Background: an optimization exercise with open tools, aiming at small area, a short achievable clock period and few clock cycles. Do not read the settings as production practice.
RTL that was checked went through simulation tests only; none was proved equivalent to the original.

Design complex_mean_square, start of the top module:
module complex_mean_square (
    input wire i_clk,
    input wire i_arst,
    input wire i_en,
    input wire [2:0] i_log2_samples,
    input wire        i_valid,
    input wire [31:0] i_y,
    input wire [31:0] i_y_hat,
    output reg        o_valid,
    output reg [63:0] o_data
);
    reg        busy_r;       
    reg        skip_r;       
    reg        take_en_r;    
    reg  [6:0] cnt_r;        
    reg  [2:0] k_r;          
    reg        v1_r;         
    reg        last1_r, last2_r;
    wire       start = ~busy_r & i_en;
    wire       take  = take_en_r & i_valid;
    wire [6:0] n_m1  = ~(7'h7f << k_r);
    wire       last  = take & (cnt_r == n_m1);
    always @(posedge i_clk or posedge i_arst) begin
        if (i_arst) begin
            busy_r    <= 1'b0;
            skip_r    <= 1'b0;
            take_en_r <= 1'b0;
            v1_r      <= 1'b0;
            last1_r   <= 1'b0;
            last2_r   <= 1'b0;
            o_valid   <= 1'b0;
  ...
==> module complex_mean_square, before the edit <==
module complex_mean_square (
    input wire i_clk,
    input wire i_arst,
    input wire i_en,
    input wire [2:0] i_log2_samples,
    input wire        i_valid,
    input wire [31:0] i_y,
    input wire [31:0] i_y_hat,
    output reg        o_valid,
    output reg [63:0] o_data
);
    reg        busy_r;       
    reg        skip_r;       
    reg        take_en_r;    
    reg  [6:0] cnt_r;        
    reg  [2:0] k_r;          
    reg        v1_r;         
    reg        last1_r, last2_r;
    wire       start = ~busy_r & i_en;
    wire       take  = take_en_r & i_valid;
    wire [6:0] n_m1  = ~(7'h7f << k_r);
    wire       last  = take & (cnt_r == n_m1);
    always @(posedge i_clk or posedge i_arst) begin
        if (i_arst) begin
            busy_r    <= 1'b0;
            skip_r    <= 1'b0;
            take_en_r <= 1'b0;
            v1_r      <= 1'b0;
            last1_r   <= 1'b0;
            last2_r   <= 1'b0;
            o_valid   <= 1'b0;
        end else begin
            if (start) begin
                busy_r <= 1'b1;
                skip_r <= 1'b1;
            end
            if (skip_r) begin
                skip_r    <= 1'b0;
                take_en_r <= 1'b1;
            end
            if (last)
                take_en_r <= 1'b0;
            v1_r    <= take;
            last1_r <= last;
            last2_r <= last1_r;
            o_valid <= last2_r;
            if (last2_r)
                busy_r <= 1'b0;
        end
    end
    always @(posedge i_clk) begin
        if (start) begin
            k_r   <= i_log2_samples;
            cnt_r <= 7'd0;
        end else if (take) begin
            cnt_r <= cnt_r + 7'd1;
        end
    end
    wire [15:0] diff_re, diff_im;
    sub16 sub_re (.a(i_y[15:0]),  .b(i_y_hat[15:0]),  .d(diff_re));
    sub16 sub_im (.a(i_y[31:16]), .b(i_y_hat[31:16]), .d(diff_im));
    reg [31:0] nd1_r;
    always @(posedge i_clk)
        nd1_r <= ~{diff_im, diff_re};
    wire [31:0] nd1 = nd1_r | {32{~v1_r}};
    wire [31:0] re_s, re_c, im_s, im_c;
    complex_multiplier cpow_calculator (
        .na(nd1),
        .re_s(re_s), .re_c(re_c), .im_s(im_s), .im_c(im_c)
    );
    reg [31:0] re_s2_r, re_c2_r, im_s2_r, im_c2_r;
    always @(posedge i_clk) begin
        re_s2_r <= re_s;
        re_c2_r <= re_c;
        im_s2_r <= im_s;
        im_c2_r <= im_c;
    end
    wire [31:0] cs_re_s, cs_re_c, cs_im_s, cs_im_c;
    genvar gi;
    generate
        for (gi = 0; gi < 32; gi = gi + 1) begin : g_csa
            csa_fa fa_re (.a(o_data[gi]), .b(re_s2_r[gi]), .c(re_c2_r[gi]),
                          .s(cs_re_s[gi]), .co(cs_re_c[gi]));
            csa_fa fa_im (.a(o_data[32+gi]), .b(im_s2_r[gi]), .c(im_c2_r[gi]),
                          .s(cs_im_s[gi]), .co(cs_im_c[gi]));
        end
    endgenerate
    wire [31:0] sum_re = cs_re_s + {cs_re_c[30:0], 1'b0};
    wire [31:0] sum_im = cs_im_s + {cs_im_c[30:0], 1'b0};
    wire [2:0]  sh     = last2_r ? k_r : 3'd0;
    wire [31:0] res_re = $signed(sum_re) >>> sh;
    wire [31:0] res_im = $signed(sum_im) >>> sh;
    always @(posedge i_clk)
        o_data <= busy_r ? {res_im, res_re} : 64'd0;
endmodule
make LEC_CHECK=0 CAP_MARGIN=20 CORE_MARGIN=2 CORE_UTILIZATION=40 SLEW_MARGIN=20 SYNTH_HIERARCHICAL=1 SYNTH_MINIMUM_KEEP_SIZE=0 finish   # period 13.5 ns
run.sh (not shown) runs the stock make flow with config.mk's settings and CLKGATE_MAP_FILE= SYNTH_SCRIPT=/design/flow/synth_recipe.tcl, a recipe that flattens the netlist after the stock synthesis.
Rerun with:
--- a/flow/design.v
+++ b/flow/design.v
@@ -1494,5 +1494,4 @@
     reg  [6:0] cnt_r;        
     reg  [2:0] k_r;          
-    reg        v1_r;         
     reg        last1_r, last2_r;
     wire       start = ~busy_r & i_en;
@@ -1505,5 +1504,4 @@
             skip_r    <= 1'b0;
             take_en_r <= 1'b0;
-            v1_r      <= 1'b0;
             last1_r   <= 1'b0;
             last2_r   <= 1'b0;
@@ -1520,5 +1518,4 @@
             if (last)
                 take_en_r <= 1'b0;
-            v1_r    <= take;
             last1_r <= last;
             last2_r <= last1_r;
@@ -1541,9 +1538,8 @@
     reg [31:0] nd1_r;
     always @(posedge i_clk)
-        nd1_r <= ~{diff_im, diff_re};
-    wire [31:0] nd1 = nd1_r | {32{~v1_r}};
+        nd1_r <= take ? ~{diff_im, diff_re} : 32'hffffffff;
     wire [31:0] re_s, re_c, im_s, im_c;
     complex_multiplier cpow_calculator (
-        .na(nd1),
+        .na(nd1_r),
         .re_s(re_s), .re_c(re_c), .im_s(im_s), .im_c(im_c)
     );
The changed run went through all stages and came out clean. Area after synthesis came out lower by 0.32%. Routed wire length came out lower by 4.5%. Non-clock buffer count is lower by 13. Synthesized cell count hardly moves. Cell count came out lower by 0.50%. First-iteration DRC count goes up by 20%. Design area came out lower by 0.79%. Register-to-register slack improved by 0.33 ns.
Function was not checked in any run of this note: the RTL went through the layout flow alone.

========
complex_mean_square, a different RTL version from the one above (not shown whole).
Size in the first run: ~240 flip-flops, about 0.026 mm2 of cells after synthesis.
==> module complex_mean_square, before the edit <==
module complex_mean_square (
    input wire i_clk,
    input wire i_arst,
    input wire i_en,
    input wire [2:0] i_log2_samples,
    input wire        i_valid,
    input wire [31:0] i_y,
    input wire [31:0] i_y_hat,
    output reg        o_valid,
    output reg [63:0] o_data
);
    reg        busy_r;       
    reg        skip_r;       
    reg        take_en_r;    
    reg  [6:0] cnt_r;        
    reg  [2:0] k_r;          
    reg        last1_r, last2_r;
    wire       start = ~busy_r & i_en;
    wire       take  = take_en_r & i_valid;
    wire [6:0] n_m1  = ~(7'h7f << k_r);
    wire       last  = take & (cnt_r == n_m1);
    always @(posedge i_clk or posedge i_arst) begin
        if (i_arst) begin
            busy_r    <= 1'b0;
            skip_r    <= 1'b0;
            take_en_r <= 1'b0;
            last1_r   <= 1'b0;
            last2_r   <= 1'b0;
            o_valid   <= 1'b0;
        end else begin
            if (start) begin
                busy_r <= 1'b1;
                skip_r <= 1'b1;
            end
            if (skip_r) begin
                skip_r    <= 1'b0;
                take_en_r <= 1'b1;
            end
            if (last)
                take_en_r <= 1'b0;
            last1_r <= last;
            last2_r <= last1_r;
            o_valid <= last2_r;
            if (last2_r)
                busy_r <= 1'b0;
        end
    end
    always @(posedge i_clk) begin
        if (start) begin
            k_r   <= i_log2_samples;
            cnt_r <= 7'd0;
        end else if (take) begin
            cnt_r <= cnt_r + 7'd1;
        end
    end
    wire [15:0] diff_re, diff_im;
    sub16 sub_re (.a(i_y[15:0]),  .b(i_y_hat[15:0]),  .d(diff_re));
    sub16 sub_im (.a(i_y[31:16]), .b(i_y_hat[31:16]), .d(diff_im));
    reg [31:0] nd1_r;
    always @(posedge i_clk)
        nd1_r <= take ? ~{diff_im, diff_re} : 32'hffffffff;
    wire [31:0] re_s, re_c, im_s, im_c;
    complex_multiplier cpow_calculator (
        .na(nd1_r),
        .re_s(re_s), .re_c(re_c), .im_s(im_s), .im_c(im_c)
    );
    reg [31:0] re_s2_r, re_c2_r, im_s2_r, im_c2_r;
    always @(posedge i_clk) begin
        re_s2_r <= re_s;
        re_c2_r <= re_c;
        im_s2_r <= im_s;
        im_c2_r <= im_c;
    end
    wire [31:0] cs_re_s, cs_re_c, cs_im_s, cs_im_c;
    genvar gi;
    generate
        for (gi = 0; gi < 32; gi = gi + 1) begin : g_csa
            csa_fa fa_re (.a(o_data[gi]), .b(re_s2_r[gi]), .c(re_c2_r[gi]),
                          .s(cs_re_s[gi]), .co(cs_re_c[gi]));
            csa_fa fa_im (.a(o_data[32+gi]), .b(im_s2_r[gi]), .c(im_c2_r[gi]),
                          .s(cs_im_s[gi]), .co(cs_im_c[gi]));
        end
    endgenerate
    wire [31:0] sum_re = cs_re_s + {cs_re_c[30:0], 1'b0};
    wire [31:0] sum_im = cs_im_s + {cs_im_c[30:0], 1'b0};
    wire [2:0]  sh     = last2_r ? k_r : 3'd0;
    wire [31:0] res_re = $signed(sum_re) >>> sh;
    wire [31:0] res_im = $signed(sum_im) >>> sh;
    always @(posedge i_clk)
        o_data <= busy_r ? {res_im, res_re} : 64'd0;
endmodule
Settings: LEC_CHECK=0, CAP_MARGIN=20, CORE_MARGIN=2, CORE_UTILIZATION=40, SLEW_MARGIN=20, SYNTH_HIERARCHICAL=1, SYNTH_MINIMUM_KEEP_SIZE=0; clock period 13.5 ns.
standard.sh (not shown) runs the stock make flow with config.mk's settings and CLKGATE_MAP_FILE= SYNTH_SCRIPT=/design/flow/synth_recipe.tcl, a recipe that flattens the netlist after the stock synthesis.
==> flow/flow/run.sh <==
#!/bin/bash
# The standard layout, with timing repair aimed at a shorter period than the
# clock's: the constraints are unchanged, repair_timing gets a setup margin
# and may resize cells to other footprints; the ports get plain buffers.
set -euo pipefail
bash standard.sh SETUP_SLACK_MARGIN=9.5 MATCH_CELL_FOOTPRINT=0 \
  "BUFFER_PORTS_ARGS=-buffer_cell sky130_fd_sc_hd__buf_2" finish > standard_flow.log 2>&1
Testbench counts at the start, summed over its fixed seeds: cycles 15,043.
Edit:
--- a/flow/design.v
+++ b/flow/design.v
@@ -15,10 +15,42 @@
     output co
 );
     assign s  = a ^ b;
     assign co = a & b;
 endmodule
+module add_sk #(
+    parameter W = 32
+) (
+    input  [W-1:0] a,
+    input  [W-1:0] b,
+    input          ci,
+    output [W-1:0] s
+);
+    localparam L = $clog2(W);
+    wire [W-1:0] p = a ^ b;
+    wire [W-1:0] g = a & b;
+    wire [W-1:0] gg [0:L];
+    wire [W-1:0] pp [0:L];
+    assign gg[0] = {g[W-1:1], g[0] | p[0] & ci};
+    assign pp[0] = p;
+    genvar l, i;
+    generate
+        for (l = 0; l < L; l = l + 1) begin : lv
+            for (i = 0; i < W; i = i + 1) begin : bt
+                if ((i >> l) & 1) begin
+                    localparam integer J = ((i >> l) << l) - 1;
+                    assign gg[l+1][i] = gg[l][i] | pp[l][i] & gg[l][J];
+                    assign pp[l+1][i] = pp[l][i] & pp[l][J];
+                end else begin
+                    assign gg[l+1][i] = gg[l][i];
+                    assign pp[l+1][i] = pp[l][i];
+                end
+            end
+        end
+    endgenerate
+    assign s = p ^ {gg[L][W-2:0], ci};
+endmodule
 module sub16 (
     input  [15:0] a,
     input  [15:0] b,
     output [15:0] d
 );
@@ -2071,12 +2103,13 @@
                           .s(cs_re_s[gi]), .co(cs_re_c[gi]));
             csa_fa fa_im (.a(o_data[32+gi]), .b(im_s2_r[gi]), .c(im_c2_r[gi]),
                           .s(cs_im_s[gi]), .co(cs_im_c[gi]));
         end
     endgenerate
-    wire [31:0] sum_re = cs_re_s + {cs_re_c[30:0], 1'b0};
-    wire [31:0] sum_im = cs_im_s + {cs_im_c[30:0], 1'b0};
+    wire [31:0] sum_re, sum_im;
+    add_sk #(.W(32)) add_re (.a(cs_re_s), .b({cs_re_c[30:0], 1'b0}), .ci(1'b0), .s(sum_re));
+    add_sk #(.W(32)) add_im (.a(cs_im_s), .b({cs_im_c[30:0], 1'b0}), .ci(1'b0), .s(sum_im));
     wire [2:0]  sh     = last2_r ? k_r : 3'd0;
     wire [31:0] res_re = $signed(sum_re) >>> sh;
     wire [31:0] res_im = $signed(sum_im) >>> sh;
     always @(posedge i_clk)
         o_data <= busy_r ? {res_im, res_re} : 64'd0;
- The new run finished with timing, DRC and antenna clean
- die area decreases slightly
- count of clock-buffer cells in the layout fell by 2
- cell area went down by a few percent
- via count shrinks by roughly a tenth
- utilization hardly moves
- maximum frequency rises slightly
- hold slack degrades by 0.010 ns
- non-clock buffer count goes down by 24
- worst setup slack gets better by 0.022 ns
Only the layout flow was run in the second run of this note; the RTL was not checked for function there.

## what the ideal ports hide
How much do the figures lean on ideal ports? The routed layouts below were timed once more, with nothing changed but the port constraints.
Step 1 sets driving cells, clkbuf_16 on the clock port and buf_2 on the other inputs (assumed; they add their load-dependent delay and slew).
Step 2 times the ports against the registers' clock, not the clock port: input delays grow and output delays shrink by t, the midpoint of the rising clock arrivals with the driver on.
a / b / c = no drivers / after step 1 / after step 2; a / b = the first two.
| run | t (ns) | slack for setup (ns) | worst setup path after step 2 |
|---|---|---|---|
| the first run of note 1 | 0.641 | 8.565 / 8.565 / 8.418 | input to register |
| the second run of note 1 | 0.637 | 8.890 / 8.890 / 8.502 | input to register |
| the first run of note 2 | 0.633 | 9.526 / 9.470 / 9.016 | input to register |
| the second run of note 2 | 0.638 | 9.548 / 9.486 / 8.983 | input to register |
After both steps setup and hold are still met in every run listed. The setup slack of the second run of note 2, which loses most, moves by -0.062 ns with the drivers and by -0.565 ns with both steps.
